This design comes from an exercise in tuning for small area and a short achievable clock period on the open sky130 flow, not from production work. Only simulation tests tie the RTL to the original design; equivalence was not proved. No activity file was given, so power comes from the tool's default toggle rates.

// accelerator
module accelerator #(
    parameter MAP_SIZE = 9'h00a,
    parameter k = 9'h003,
    parameter p = 9'h002,
    parameter s = 1,
    parameter ptype = 1,
    parameter act_type = 0,
    parameter N = 8,
    parameter Q = 4,
    parameter AW = 8,
    parameter DW = 8,
    parameter [N-1:0] p_sqr_inv = 8'b00000100
    )(
    input clk,
    input global_rst,
    input ce,
    input [N-1:0] activation,
    input [(k*k)*N-1:0] weight1,
    output [N-1:0] data_out,
    output valid_op,
    output end_op,
    output [N-1:0] conv_out,
    output conv_valid,
    output conv_end
    );
For scale: roughly 2300 cells after synthesis, roughly 100 I/O pins, ~0.025 sq mm of cells after synthesis.
Settings: LEC_CHECK=0, CAP_MARGIN=20, CORE_MARGIN=2, CORE_UTILIZATION=65, CTS_CLUSTER_DIAMETER=120, CTS_CLUSTER_SIZE=24, PLACE_DENSITY=0.75, SETUP_SLACK_MARGIN=3.0, SLEW_MARGIN=20; clock period 8.0 ns.
standard.sh (not shown) runs the stock make flow with config.mk's settings and CLKGATE_MAP_FILE= SYNTH_SCRIPT=/design/flow/synth_recipe.tcl, a recipe that flattens the netlist after the stock synthesis.
==> flow/flow/run.sh <==
#!/bin/bash
# The standard layout (the standard.sh: ORFS synthesis to finish), except
# that the port buffers are buf_1 cells instead of the cell buffer_ports picks
# by itself (clkdlybuf4s50_1). make's full output goes to standard.log; each
# ORFS step also keeps its own log under orfs/logs/.
set -euo pipefail
bash standard.sh "BUFFER_PORTS_ARGS=-buffer_cell sky130_fd_sc_hd__buf_1" finish > standard.log 2>&1
Change:
--- a/flow/design.v
+++ b/flow/design.v
@@ -99,25 +99,23 @@
                 sr2[i] <= sr2[i-1];
             end
         end
     end
     wire [7:0] q8;
     tap_prod tp (.one(e_one), .two(e_two), .neg(e_neg), .wv(wv[8]),
                  .s(activation[7] ^ ws[8]), .q(q8));
     reg [7:0] p8;
     always @(posedge clk) begin
         if (ce) p8 <= q8;
     end
-    wire [7:0] res;
-    wire res_c7;             
-    add8 ra (.a(mac[7]), .b(p8), .s(res), .c7(res_c7));
+    wire [7:0] res = mac[7] + p8;
     reg [7:0] prev;
     always @(posedge clk) begin
         if (ce) prev <= res;
     end
     reg [4:0] count;
     reg [5:0] out_cnt;
     reg first;       
     reg toggle;
     wire valid = count[4] & (count[3] | (count[2] & count[1]));    
     wire cend = valid & (&out_cnt);
     always @(posedge clk or posedge global_rst) begin
@@ -165,38 +163,30 @@
                 g <= (pos == 4'd14);
                 rst_m <= (pos == 4'd1) | (pos == 4'd3) | (pos == 4'd5) | (pos == 4'd15);
                 sel_sr <= (pos == 4'd6) | (pos == 4'd8) | (pos == 4'd10) | (pos == 4'd12);
                 sel_max <= ~((pos == 4'd6) | (pos == 4'd8) | (pos == 4'd10) | (pos == 4'd12) | (pos == 4'd14));
                 load_sr <= pos[0];
             end
         end
     end
     reg [6:0] maxr;
     reg [6:0] psr [0:3];
     wire [6:0] mux_out = ({7{sel_sr}} & psr[3]) | ({7{sel_max}} & maxr);
-    wire [6:0] cx = mac[7][6:0] ^ p8[6:0] ^ ~mux_out;
-    wire [6:0] cy = (mac[7][6:0] & p8[6:0]) | (mac[7][6:0] & ~mux_out) | (p8[6:0] & ~mux_out);
-    wire [8:0] v = {2'b0, cx} + {1'b0, cy, 1'b0};
-    wire gt_res = ~conv_out[7] & (res_c7 ? v[8] : (v[8] | v[7]));
-    wire gt_prev = ~prev[7] & (prev[6:0] > mux_out);
-    wire take = toggle ? gt_res : gt_prev;
+    wire take = ~conv_out[7] & (conv_out[6:0] > mux_out);
     wire [6:0] comp = pce ? (take ? conv_out[6:0] : mux_out) : 7'd0;
     always @(posedge clk) begin
         if (global_rst) maxr <= 7'd0;
         else if (pce) maxr <= rst_m ? 7'd0 : comp;
     end
-    wire psr_rst = g && global_rst;
-    always @(posedge clk or posedge psr_rst) begin
-        if (psr_rst) begin
-            for (i = 0; i < 4; i = i + 1) psr[i] <= 7'd0;
-        end else if (load_sr) begin
+    always @(posedge clk) begin
+        if (load_sr) begin
             psr[0] <= comp;
             for (i = 1; i < 4; i = i + 1) psr[i] <= psr[i-1];
         end
     end
     assign data_out = {1'b0, maxr};
     assign valid_op = op_en;
     assign end_op = end_r;
 endmodule
 module tap_mac (
     input  [3:0] one,
     input  [3:0] two,
@@ -300,27 +290,11 @@
     wire p_t34 = p_t11 ^ p_t12 ^ ((one[3] & p3[2]) | (two[3] & p3[1]));
     wire p_t35 = (p_t11 & p_t12) | (p_t11 & ((one[3] & p3[2]) | (two[3] & p3[1]))) | (p_t12 & ((one[3] & p3[2]) | (two[3] & p3[1])));
     wire p_t36 = p_t13 ^ p_t14 ^ ((one[3] & p3[3]) | (two[3] & p3[2]));
     wire p_t37 = (p_t13 & p_t14) | (p_t13 & ((one[3] & p3[3]) | (two[3] & p3[2]))) | (p_t14 & ((one[3] & p3[3]) | (two[3] & p3[2])));
     wire p_t38 = p_t15 ^ p_t16 ^ ((one[3] & p3[4]) | (two[3] & p3[3]));
     wire p_t39 = (p_t15 & p_t16) | (p_t15 & ((one[3] & p3[4]) | (two[3] & p3[3]))) | (p_t16 & ((one[3] & p3[4]) | (two[3] & p3[3])));
     wire [10:0] a = {p_t37, p_t35, p_t33, p_t31, p_t29, p_t27, p_t25, p_t23, p_t21, p_t19, p_t18};
     wire [10:0] b = {p_t38, p_t36, p_t34, p_t32, p_t30, p_t28, p_t26, p_t24, p_t22, p_t20, s};
     wire [10:0] t = a + b;
     assign q = {s, t[10:4]};
 endmodule
-module add8 (
-    input  [7:0] a,
-    input  [7:0] b,
-    output [7:0] s,
-    output c7
-);
-    wire [7:0] g0 = a & b;
-    wire [7:0] p0 = a ^ b;
-    wire [7:0] g1 = g0 | (p0 & {g0[6:0], 1'b0});
-    wire [7:0] p1 = p0 & {p0[6:0], 1'b1};
-    wire [7:0] g2 = g1 | (p1 & {g1[5:0], 2'b0});
-    wire [7:0] p2 = p1 & {p1[5:0], 2'b11};
-    wire [7:0] g3 = g2 | (p2 & {g2[3:0], 4'b0});
-    assign s = p0 ^ {g3[6:0], 1'b0};
-    assign c7 = g3[6];
-endmodule
Total power shrinks by 0.93%. Cell area came out lower by 1.1%. Via count drops by 1.6%. Core utilization is higher by 0.87 points. Critical path depth came out lower by 7. Routed wire length shrinks by 3.7%. Final cell count goes down by 2.1%. Fmax goes down by 2.0%. Clock power hardly moves. Area after synthesis came out lower by 1.8%. Count of clock-buffer cells in the layout went down by 1. Setup slack got worse by 98 ps. Global-route usage decreases by 1.1 points.

-- static timing again, ports no longer ideal --
The flow's constraints put no driver on any port. The routed layouts listed below were extracted and timed again, unchanged, in two steps. Step 1 sets driving cells, clkbuf_16 on the clock port and buf_2 on the other inputs (assumed; they add their load-dependent delay and slew). Step 2 times the ports against the registers' clock, not the clock port: input delays grow and output delays shrink by t, the midpoint of the rising clock arrivals with the driver on. Slacks: no drivers / after step 1 / after step 2; pairs: no drivers / after step 1.
| run | t (ns) | setup slack, ns | slew at the worst register clock pin (ns) |
|---|---|---|---|
| the first run | 0.595 | 3.228 / 3.228 / 2.706 | 0.11 / 0.11 |
| the second run | 0.592 | 3.130 / 3.160 / 2.569 | 0.10 / 0.10 |
After both steps every run listed still meets setup and hold. The setup slack of the second run, which loses most, moves by +0.030 ns with the drivers and by -0.561 ns with both steps.
